Background: an optimization exercise with open tools, aiming at small area. Do not read the settings as production practice. Only simulation tests tie the RTL to the original design; equivalence was not proved. Power is estimated from default activity; no workload was simulated.

==> branch pepper <==
==> flow/design.v <==
module S_AXI_LITE#(
		parameter integer S_AXI_LITE_SIZE = 5,
		parameter integer S_AXI_DATA_SIZE = 32
		)(
		input S_AXI_ACLK,
		input S_AXI_ARESETN,
        input  [ 31 : 0] S_AXI_LITE_ARADDR,
        output S_AXI_LITE_ARREADY,
        input  S_AXI_LITE_ARVALID,
        output S_AXI_LITE_RVALID,
        input  S_AXI_LITE_RREADY,
        output [S_AXI_DATA_SIZE - 1: 0] S_AXI_LITE_RDATA,
        input  [ 31 : 0] S_AXI_LITE_AWADDR,
        output S_AXI_LITE_AWREADY,
        input  S_AXI_LITE_AWVALID,
        input  S_AXI_LITE_WVALID,
        output S_AXI_LITE_WREADY,
        input  [S_AXI_DATA_SIZE - 1: 0] S_AXI_LITE_WDATA,
        output S_AXI_LITE_BVALID,
        input S_AXI_LITE_BREADY
		);
        reg [S_AXI_DATA_SIZE - 1: 0] axi_reg0;
        reg [S_AXI_DATA_SIZE - 1: 0] axi_reg1;
        reg [S_AXI_DATA_SIZE - 1: 0] axi_reg2;
        reg [S_AXI_DATA_SIZE - 1: 0] axi_reg3;
        reg [S_AXI_DATA_SIZE - 1: 0] axi_reg4;
        reg [S_AXI_DATA_SIZE - 1: 0] axi_reg5;
        reg [5:0] written;
        reg [S_AXI_DATA_SIZE - 1: 0] axi_rdata;
        reg awready;
        reg wready;
        reg bvalid;
        reg arready;
        reg rpend;       
        reg axi_rvalid;
        assign S_AXI_LITE_AWREADY = awready;
        assign S_AXI_LITE_WREADY  = wready;
        assign S_AXI_LITE_BVALID  = bvalid;
        assign S_AXI_LITE_ARREADY = arready;
        assign S_AXI_LITE_RVALID  = axi_rvalid;
        assign S_AXI_LITE_RDATA   = axi_rdata;
        wire [4:0] wa = S_AXI_LITE_AWADDR[4:0];
        wire [4:0] ra = S_AXI_LITE_ARADDR[4:0];
        wire rmapped = (ra[1:0] == 2'b00) & ~(ra[4] & ra[3]);
        always @(posedge S_AXI_ACLK) begin
          if (!S_AXI_ARESETN) begin
            bvalid     <= 1'b0;
            awready    <= 1'b0;
            wready     <= 1'b0;
            arready    <= 1'b0;
            rpend      <= 1'b0;
            axi_rvalid <= 1'b0;
          end else begin
            bvalid     <= S_AXI_LITE_BREADY & ~bvalid;
            awready    <= awready ? ~wready : (S_AXI_LITE_AWVALID & S_AXI_LITE_WVALID);
            wready     <= S_AXI_LITE_WVALID & ~wready & awready;
            arready    <= S_AXI_LITE_ARVALID & ~arready;
            rpend      <= arready & S_AXI_LITE_RREADY & rmapped;
            axi_rvalid <= rpend;
          end
        end
        wire wsel = awready & wready & (wa[1:0] == 2'b00);
        wire [5:0] we;
        assign we[0] = wsel & (wa[4:2] == 3'd0);
        assign we[1] = wsel & (wa[4:2] == 3'd1);
        assign we[2] = wsel & (wa[4:2] == 3'd2);
        assign we[3] = wsel & (wa[4:2] == 3'd3);
        assign we[4] = wsel & (wa[4:2] == 3'd4);
        assign we[5] = wsel & (wa[4:2] == 3'd5);
        always @(posedge S_AXI_ACLK)
          if (!S_AXI_ARESETN)
            written <= 6'b0;
          else
            written <= written | we;
        always @(posedge S_AXI_ACLK) if (we[0]) axi_reg0 <= S_AXI_LITE_WDATA;
        always @(posedge S_AXI_ACLK) if (we[1]) axi_reg1 <= S_AXI_LITE_WDATA;
        always @(posedge S_AXI_ACLK) if (we[2]) axi_reg2 <= S_AXI_LITE_WDATA;
        always @(posedge S_AXI_ACLK) if (we[3]) axi_reg3 <= S_AXI_LITE_WDATA;
        always @(posedge S_AXI_ACLK) if (we[4]) axi_reg4 <= S_AXI_LITE_WDATA;
        always @(posedge S_AXI_ACLK) if (we[5]) axi_reg5 <= S_AXI_LITE_WDATA;
        wire [5:0] rs;
        assign rs[0] = arready & written[0] & ~ra[4] & ~ra[3] & ~ra[2];
        assign rs[1] = arready & written[1] & ~ra[4] & ~ra[3] &  ra[2];
        assign rs[2] = arready & written[2] & ~ra[4] &  ra[3] & ~ra[2];
        assign rs[3] = arready & written[3] & ~ra[4] &  ra[3] &  ra[2];
        assign rs[4] = arready & written[4] &  ra[4] & ~ra[2];
        assign rs[5] = arready & written[5] &  ra[4] &  ra[2];
        wire [S_AXI_DATA_SIZE - 1: 0] rdata_d;
        genvar i;
        generate
          for (i = 0; i < S_AXI_DATA_SIZE; i = i + 1) begin : g_rd
            S_AXI_LITE_rbit u_rbit (
              .r({axi_reg5[i], axi_reg4[i], axi_reg3[i], axi_reg2[i], axi_reg1[i], axi_reg0[i]}),
              .s(rs), .h(~arready), .q(axi_rdata[i]), .d(rdata_d[i]));
          end
        endgenerate
        always @(posedge S_AXI_ACLK)
          axi_rdata <= rdata_d;
endmodule
module S_AXI_LITE_rbit (
        input  [5:0] r,
        input  [5:0] s,
        input        h,
        input        q,
        output       d
        );
        assign d = |(r & s) | (h & q);
endmodule
==> flow/flow/run.sh <==
#!/bin/bash
# Standard ORFS layout (the standard.sh), with two changes:
#  - every port still gets its own buffer, but the smallest buffer cell
#    (buf_1) instead of the resizer's default pick;
#  - clock tree: larger sink clusters on clkbuf_16 and no dummy loads.
set -euo pipefail
export BUFFER_PORTS_ARGS="-buffer_cell sky130_fd_sc_hd__buf_1"
export CTS_ARGS="-sink_clustering_enable -repair_clock_nets -dont_use_dummy_load -sink_clustering_size 30 -sink_clustering_max_diameter 150 -buf_list sky130_fd_sc_hd__clkbuf_16"
bash standard.sh finish > standard_flow.log 2>&1
==> flow/standard.sh <==
#!/bin/bash
# synth_recipe.tcl (not shown) runs the flow's synth.tcl, then flattens the netlist and writes it again
# the make line also repeats each setting of config.mk as NAME=value (left out here)
make -C /OpenROAD-flow-scripts/flow DESIGN_CONFIG=/design/flow/config.mk WORK_HOME=/design/flow/orfs CLKGATE_MAP_FILE= SYNTH_SCRIPT=/design/flow/synth_recipe.tcl "${@:-finish}"
==> flow/config.mk <==
export PLATFORM = sky130hd
export DESIGN_NAME = S_AXI_LITE
export DESIGN_NICKNAME = S_AXI_LITE
export VERILOG_FILES = /design/flow/design.v
export SDC_FILE = /design/flow/constraint.sdc
export NUM_CORES = 4
export LEC_CHECK = 0
export CAP_MARGIN = 20
export CORE_MARGIN = 2
export CORE_UTILIZATION = 40
export SLEW_MARGIN = 20
export SYNTH_HIERARCHICAL = 1
==> flow/constraint.sdc <==
create_clock -name core_clock -period 4.0 [get_ports {S_AXI_ACLK}]
set_input_delay 0.8000 -clock core_clock [delete_from_list [all_inputs] [get_ports {S_AXI_ACLK}]]
set_output_delay 0.8000 -clock core_clock [all_outputs]
set_load 0.01 [all_outputs]
==> branch delta (differences from branch pepper) <==
==> flow/run.sh (new file) <==
#!/bin/bash
# synth_recipe.tcl (not shown) runs the flow's synth.tcl, then flattens the netlist and writes it again
# the make line also repeats each setting of config.mk as NAME=value (left out here)
make -C /OpenROAD-flow-scripts/flow DESIGN_CONFIG=/design/flow/config.mk WORK_HOME=/design/flow/orfs CLKGATE_MAP_FILE= SYNTH_SCRIPT=/design/flow/synth_recipe.tcl finish
removed: flow/flow/run.sh
removed: flow/standard.sh
==> branch sierra (differences from branch pepper) <==
==> flow/design.v (replaced) <==
module S_AXI_LITE#(
		parameter integer S_AXI_LITE_SIZE = 5,
		parameter integer S_AXI_DATA_SIZE = 32
		)(
		input S_AXI_ACLK,
		input S_AXI_ARESETN,
        input  [ 31 : 0] S_AXI_LITE_ARADDR,
        output S_AXI_LITE_ARREADY,
        input  S_AXI_LITE_ARVALID,
        output S_AXI_LITE_RVALID,
        input  S_AXI_LITE_RREADY,
        output [S_AXI_DATA_SIZE - 1: 0] S_AXI_LITE_RDATA,
        input  [ 31 : 0] S_AXI_LITE_AWADDR,
        output S_AXI_LITE_AWREADY,
        input  S_AXI_LITE_AWVALID,
        input  S_AXI_LITE_WVALID,
        output S_AXI_LITE_WREADY,
        input  [S_AXI_DATA_SIZE - 1: 0] S_AXI_LITE_WDATA,
        output S_AXI_LITE_BVALID,
        input S_AXI_LITE_BREADY
		);
        reg [S_AXI_DATA_SIZE - 1: 0] axi_reg0;
        reg [S_AXI_DATA_SIZE - 1: 0] axi_reg1;
        reg [S_AXI_DATA_SIZE - 1: 0] axi_reg2;
        reg [S_AXI_DATA_SIZE - 1: 0] axi_reg3;
        reg [S_AXI_DATA_SIZE - 1: 0] axi_reg4;
        reg [S_AXI_DATA_SIZE - 1: 0] axi_reg5;
        reg [S_AXI_DATA_SIZE - 1: 0] axi_rdata;
        reg awready;
        reg wready;
        reg bvalid;
        reg arready;
        reg rpend;       
        reg axi_rvalid;
        assign S_AXI_LITE_AWREADY = awready;
        assign S_AXI_LITE_WREADY  = wready;
        assign S_AXI_LITE_BVALID  = bvalid;
        assign S_AXI_LITE_ARREADY = arready;
        assign S_AXI_LITE_RVALID  = axi_rvalid;
        assign S_AXI_LITE_RDATA   = axi_rdata;
        wire [4:0] wa = S_AXI_LITE_AWADDR[4:0];
        wire [4:0] ra = S_AXI_LITE_ARADDR[4:0];
        wire wr = awready & wready;
        wire rmapped = (ra[1:0] == 2'b00) & ~(ra[4] & ra[3]);
        always @(posedge S_AXI_ACLK) begin
          if (!S_AXI_ARESETN) begin
            bvalid     <= 1'b0;
            awready    <= 1'b0;
            wready     <= 1'b0;
            arready    <= 1'b0;
            rpend      <= 1'b0;
            axi_rvalid <= 1'b0;
          end else begin
            bvalid     <= S_AXI_LITE_BREADY & ~bvalid;
            awready    <= awready ? ~wready : (S_AXI_LITE_AWVALID & S_AXI_LITE_WVALID);
            wready     <= S_AXI_LITE_WVALID & ~wready & awready;
            arready    <= S_AXI_LITE_ARVALID & ~arready;
            rpend      <= arready & S_AXI_LITE_RREADY & rmapped;
            axi_rvalid <= rpend;
          end
        end
        always @(posedge S_AXI_ACLK) begin
          if (!S_AXI_ARESETN) begin
            axi_reg0 <= 0;
            axi_reg1 <= 0;
            axi_reg2 <= 0;
            axi_reg3 <= 0;
            axi_reg4 <= 0;
            axi_reg5 <= 0;
          end else if (wr) begin
            case (wa)
              5'd0:  axi_reg0 <= S_AXI_LITE_WDATA;
              5'd4:  axi_reg1 <= S_AXI_LITE_WDATA;
              5'd8:  axi_reg2 <= S_AXI_LITE_WDATA;
              5'd12: axi_reg3 <= S_AXI_LITE_WDATA;
              5'd16: axi_reg4 <= S_AXI_LITE_WDATA;
              5'd20: axi_reg5 <= S_AXI_LITE_WDATA;
              default: ;
            endcase
          end
        end
        always @(posedge S_AXI_ACLK)
          if (arready)
            casez (ra[4:2])
              3'b000: axi_rdata <= axi_reg0;
              3'b001: axi_rdata <= axi_reg1;
              3'b010: axi_rdata <= axi_reg2;
              3'b011: axi_rdata <= axi_reg3;
              3'b1?0: axi_rdata <= axi_reg4;
              3'b1?1: axi_rdata <= axi_reg5;
            endcase
endmodule
==> flow/run.sh (new file) <==
#!/bin/bash
# synth_recipe.tcl (not shown) runs the flow's synth.tcl, then flattens the netlist and writes it again
# the make line also repeats each setting of config.mk as NAME=value (left out here)
make -C /OpenROAD-flow-scripts/flow DESIGN_CONFIG=/design/flow/config.mk WORK_HOME=/design/flow/orfs CLKGATE_MAP_FILE= SYNTH_SCRIPT=/design/flow/synth_recipe.tcl finish
- SYNTH_HIERARCHICAL: 1 -> default
removed: flow/flow/run.sh
removed: flow/standard.sh
==> branch tundra (differences from branch pepper) <==
--- a/flow/design.v
+++ b/flow/design.v
@@ -21,2 +21,3 @@
 		);
+        localparam integer H = S_AXI_DATA_SIZE / 2;
         reg [S_AXI_DATA_SIZE - 1: 0] axi_reg0;
@@ -62,9 +63,8 @@
         wire wsel = awready & wready & (wa[1:0] == 2'b00);
-        wire [5:0] we;
-        assign we[0] = wsel & (wa[4:2] == 3'd0);
-        assign we[1] = wsel & (wa[4:2] == 3'd1);
-        assign we[2] = wsel & (wa[4:2] == 3'd2);
-        assign we[3] = wsel & (wa[4:2] == 3'd3);
-        assign we[4] = wsel & (wa[4:2] == 3'd4);
-        assign we[5] = wsel & (wa[4:2] == 3'd5);
+        wire [1:0] wlo = {wsel & wa[2], wsel & ~wa[2]};
+        wire [2:0] whi = {wa[4] & ~wa[3], ~wa[4] & wa[3], ~wa[4] & ~wa[3]};
+        wire [5:0] we, we_l, we_h;
+        S_AXI_LITE_dec u_wdec_l (.lo(wlo), .hi(whi), .y(we_l));
+        S_AXI_LITE_dec u_wdec_h (.lo(wlo), .hi(whi), .y(we_h));
+        assign we = we_l;
         always @(posedge S_AXI_ACLK)
@@ -74,15 +74,24 @@
             written <= written | we;
-        always @(posedge S_AXI_ACLK) if (we[0]) axi_reg0 <= S_AXI_LITE_WDATA;
-        always @(posedge S_AXI_ACLK) if (we[1]) axi_reg1 <= S_AXI_LITE_WDATA;
-        always @(posedge S_AXI_ACLK) if (we[2]) axi_reg2 <= S_AXI_LITE_WDATA;
-        always @(posedge S_AXI_ACLK) if (we[3]) axi_reg3 <= S_AXI_LITE_WDATA;
-        always @(posedge S_AXI_ACLK) if (we[4]) axi_reg4 <= S_AXI_LITE_WDATA;
-        always @(posedge S_AXI_ACLK) if (we[5]) axi_reg5 <= S_AXI_LITE_WDATA;
-        wire [5:0] rs;
-        assign rs[0] = arready & written[0] & ~ra[4] & ~ra[3] & ~ra[2];
-        assign rs[1] = arready & written[1] & ~ra[4] & ~ra[3] &  ra[2];
-        assign rs[2] = arready & written[2] & ~ra[4] &  ra[3] & ~ra[2];
-        assign rs[3] = arready & written[3] & ~ra[4] &  ra[3] &  ra[2];
-        assign rs[4] = arready & written[4] &  ra[4] & ~ra[2];
-        assign rs[5] = arready & written[5] &  ra[4] &  ra[2];
+        always @(posedge S_AXI_ACLK) begin
+          if (we_l[0]) axi_reg0[H-1:0] <= S_AXI_LITE_WDATA[H-1:0];
+          if (we_h[0]) axi_reg0[S_AXI_DATA_SIZE-1:H] <= S_AXI_LITE_WDATA[S_AXI_DATA_SIZE-1:H];
+          if (we_l[1]) axi_reg1[H-1:0] <= S_AXI_LITE_WDATA[H-1:0];
+          if (we_h[1]) axi_reg1[S_AXI_DATA_SIZE-1:H] <= S_AXI_LITE_WDATA[S_AXI_DATA_SIZE-1:H];
+          if (we_l[2]) axi_reg2[H-1:0] <= S_AXI_LITE_WDATA[H-1:0];
+          if (we_h[2]) axi_reg2[S_AXI_DATA_SIZE-1:H] <= S_AXI_LITE_WDATA[S_AXI_DATA_SIZE-1:H];
+          if (we_l[3]) axi_reg3[H-1:0] <= S_AXI_LITE_WDATA[H-1:0];
+          if (we_h[3]) axi_reg3[S_AXI_DATA_SIZE-1:H] <= S_AXI_LITE_WDATA[S_AXI_DATA_SIZE-1:H];
+          if (we_l[4]) axi_reg4[H-1:0] <= S_AXI_LITE_WDATA[H-1:0];
+          if (we_h[4]) axi_reg4[S_AXI_DATA_SIZE-1:H] <= S_AXI_LITE_WDATA[S_AXI_DATA_SIZE-1:H];
+          if (we_l[5]) axi_reg5[H-1:0] <= S_AXI_LITE_WDATA[H-1:0];
+          if (we_h[5]) axi_reg5[S_AXI_DATA_SIZE-1:H] <= S_AXI_LITE_WDATA[S_AXI_DATA_SIZE-1:H];
+        end
+        wire [1:0] rlo = {arready & ra[2], arready & ~ra[2]};
+        wire [2:0] rhi = {ra[4], ~ra[4] & ra[3], ~ra[4] & ~ra[3]};
+        wire [5:0] rs_l, rs_h;
+        S_AXI_LITE_decg u_rdec_l (.lo(rlo), .hi(rhi), .g(written), .y(rs_l));
+        S_AXI_LITE_decg u_rdec_h (.lo(rlo), .hi(rhi), .g(written), .y(rs_h));
+        wire [1:0] hold;
+        S_AXI_LITE_inv u_hold_l (.a(arready), .y(hold[0]));
+        S_AXI_LITE_inv u_hold_h (.a(arready), .y(hold[1]));
         wire [S_AXI_DATA_SIZE - 1: 0] rdata_d;
@@ -93,3 +102,4 @@
               .r({axi_reg5[i], axi_reg4[i], axi_reg3[i], axi_reg2[i], axi_reg1[i], axi_reg0[i]}),
-              .s(rs), .h(~arready), .q(axi_rdata[i]), .d(rdata_d[i]));
+              .s(i < H ? rs_l : rs_h), .h(i < H ? hold[0] : hold[1]),
+              .q(axi_rdata[i]), .d(rdata_d[i]));
           end
@@ -98,2 +108,25 @@
           axi_rdata <= rdata_d;
+endmodule
+module S_AXI_LITE_dec (
+        input  [1:0] lo,
+        input  [2:0] hi,
+        output [5:0] y
+        );
+        assign y = {hi[2] & lo[1], hi[2] & lo[0], hi[1] & lo[1], hi[1] & lo[0],
+                    hi[0] & lo[1], hi[0] & lo[0]};
+endmodule
+module S_AXI_LITE_decg (
+        input  [1:0] lo,
+        input  [2:0] hi,
+        input  [5:0] g,
+        output [5:0] y
+        );
+        assign y = g & {hi[2] & lo[1], hi[2] & lo[0], hi[1] & lo[1], hi[1] & lo[0],
+                        hi[0] & lo[1], hi[0] & lo[0]};
+endmodule
+module S_AXI_LITE_inv (
+        input  a,
+        output y
+        );
+        assign y = ~a;
 endmodule
@@ -106,3 +139,12 @@
         );
-        assign d = |(r & s) | (h & q);
+        wire n1, n2;
+        S_AXI_LITE_aoi222 u_n1 (.a1(r[0]), .a2(s[0]), .b1(r[1]), .b2(s[1]), .c1(h),    .c2(q),    .y(n1));
+        S_AXI_LITE_aoi222 u_n2 (.a1(r[2]), .a2(s[2]), .b1(r[3]), .b2(s[3]), .c1(r[4]), .c2(s[4]), .y(n2));
+        assign d = ~(n1 & n2 & ~(r[5] & s[5]));
 endmodule
+module S_AXI_LITE_aoi222 (
+        input  a1, a2, b1, b2, c1, c2,
+        output y
+        );
+        assign y = ~((a1 & a2) | (b1 & b2) | (c1 & c2));
+endmodule
==> flow/flow/run.sh (replaced) <==
#!/bin/bash
# Standard ORFS layout (the standard.sh), with two changes:
#  - every port still gets its own buffer, but the smallest buffer cell
#    (buf_1) instead of the resizer's default pick;
#  - clock tree: clkbuf_4 sink buffers on clusters of up to 10 flip-flops,
#    and no dummy loads.
set -euo pipefail
export BUFFER_PORTS_ARGS="-buffer_cell sky130_fd_sc_hd__buf_1"
export CTS_ARGS="-sink_clustering_enable -repair_clock_nets -dont_use_dummy_load -sink_clustering_size 10 -sink_clustering_max_diameter 60 -buf_list sky130_fd_sc_hd__clkbuf_4"
bash standard.sh finish > standard_flow.log 2>&1
- GPL_TIMING_DRIVEN: default -> 0
==> results.rst <==
.. list-table::
   :header-rows: 1

   * - Metric
     - Value
   * - Top area cells in the synthesized netlist
     - sky130_fd_sc_hd__edfxtp_1 73%, sky130_fd_sc_hd__dfxtp_1 11%, sky130_fd_sc_hd__a22oi_1 6.0%
   * - Post-layout total power
     - between 4 and 5 mW
   * - Int Pwr
     - 4.05 mW
   * - Depth of the worst register-to-register path
     - 4
   * - Placer Congestion
     - around 0.73
   * - Clock network fraction of design power
     - 0.448
   * - Number of synthesized register bits
     - about 240
   * - Data arrival time of the critical path
     - ~1500 ps
   * - Number of buffers other than clock buffers in the final layout
     - about 110
   * - Type of the tightest min-delay check
     - flop to flop
   * - Reg2Reg Setup Slack
     - ~2300 ps
   * - Largest fanout of any net on the critical path
     - 6
   * - Maximum number of pins on one net before global-route repair
     - 33
   * - Outcome
     - timing/DRC/antenna clean
   * - Dominant combinational cell family by area after synthesis
     - compound AO/OA/AOI/OAI gates
The numbers above come from branch delta.

==> results.rst <==
.. list-table::
   :header-rows: 1

   * - Metric
     - Value
   * - Outcome
     - timing/DRC/antenna clean
   * - Top area cells in the synthesized netlist
     - sky130_fd_sc_hd__edfxtp_1 73%, sky130_fd_sc_hd__dfxtp_1 11%, sky130_fd_sc_hd__a22oi_1 6.0%
   * - Type of the tightest min-delay check
     - flop to flop
   * - Clock network fraction of design power
     - 0.299
   * - Xor/xnor cell area share of the yosys netlist
     - 0
   * - Reg2Reg Setup Slack
     - 1900 ps
   * - Core region area
     - ~19000 µm²
   * - Post-layout total power
     - between 3 and 4 mW
   * - Type of destination of the critical path
     - flop
   * - Count of non-CTS inverters in the layout
     - 3
   * - Int Pwr
     - 3.17 mW
   * - Data arrival time of the critical path
     - ~2600 ps
   * - Dominant combinational cell family by area after synthesis
     - compound AO/OA/AOI/OAI gates
   * - Seq power
     - between 2 and 3 mW
   * - Count leader, synth
     - sky130_fd_sc_hd__edfxtp_1
   * - Number of buffers other than clock buffers in the final layout
     - 106
   * - Number of synthesized register bits
     - around 240
   * - Maximum number of pins on one net before global-route repair
     - 33
   * - Clock Buffer Count
     - 11
   * - Placer Congestion
     - a little under 0.8
The numbers above come from branch pepper.

==> results.rst <==
.. list-table::
   :header-rows: 1

   * - Metric
     - Value
   * - Placer Congestion
     - a little over 0.7
   * - Type of the tightest min-delay check
     - flop to flop
   * - Top area cells in the synthesized netlist
     - sky130_fd_sc_hd__dfxtp_1 41%, sky130_fd_sc_hd__mux2i_1 23%, sky130_fd_sc_hd__nand2_1 9.9%
   * - Data arrival time of the critical path
     - approximately 2900 ps
   * - Post-layout total power
     - about 4.9 mW
   * - Outcome
     - timing/DRC/antenna clean
   * - Multi-Input Combinational
     - between 600 and 700
   * - Most frequent cells in the layout
     - 258 x sky130_fd_sc_hd__nand2_1, 225 x sky130_fd_sc_hd__mux2i_1, 197 x sky130_fd_sc_hd__dfxtp_1
   * - Reg2Reg Setup Slack
     - 1960 ps
   * - Maximum number of pins on one net before global-route repair
     - between 90 and 100
   * - Dominant combinational cell family by area after synthesis
     - multiplexers
   * - Clock network fraction of design power
     - 0.455
   * - Depth of the worst register-to-register path
     - 4
   * - Port Buffer Count
     - 85
The numbers above come from branch sierra.

==> results.rst <==
.. list-table::
   :header-rows: 1

   * - Metric
     - Value
   * - Depth of the worst register-to-register path
     - 3
   * - Maximum number of pins on one net before global-route repair
     - 18
   * - Clock network fraction of design power
     - 0.268
   * - Post-layout total power
     - approximately 3.7 mW
   * - Dominant combinational cell family by area after synthesis
     - compound AO/OA/AOI/OAI gates
   * - # clock sinks
     - 236
   * - Number of buffers other than clock buffers in the final layout
     - 86
   * - Type of the tightest min-delay check
     - input port to flop
   * - Outcome
     - timing/DRC/antenna clean
   * - Top area cells in the synthesized netlist
     - sky130_fd_sc_hd__edfxtp_1 73%, sky130_fd_sc_hd__dfxtp_1 11%, sky130_fd_sc_hd__a222oi_1 8.1%
   * - Int Pwr
     - between 2 and 3 mW
   * - Placer Congestion
     - approximately 0.74
   * - I/O pin total
     - 140
   * - Fmax
     - 0.427 GHz
   * - Async set or reset register ratio after synthesis
     - 0
   * - Largest fanout of any net on the critical path
     - 17
The numbers above come from branch tundra.

==> re-timing with driven ports <==
The flow's constraints put no driver on any port. The routed layouts listed below were extracted and timed again, unchanged, in two steps. Step 1 sets driving cells, clkbuf_16 on the clock port and buf_2 on the other inputs (assumed; they add their load-dependent delay and slew). Step 2 moves the port delays by t, midway between the first and last clock arrival at a register: inputs arrive t later, outputs are due t later. That takes back most of the time a late clock gives input paths. Three values: ideal, step 1, step 2; two values: the first two.
run | shift t [ns] | setup slack, ns | hold WS [ns]
branch pepper | 0.494 | 1.810 / 1.824 / 1.330 | 0.442 / 0.442 / 0.442
branch delta | 0.542 | 1.689 / 1.647 / 1.281 | 0.432 / 0.432 / 0.432
branch sierra | 0.548 | 1.507 / 1.530 / 0.981 | 0.435 / 0.435 / 0.435
branch tundra | 0.647 | 1.659 / 1.659 / 1.140 | 0.409 / 0.393 / 0.440
After both steps every run listed still meets setup and hold. The setup slack of branch sierra, which loses most, moves by +0.023 ns with the drivers and by -0.526 ns with both steps.
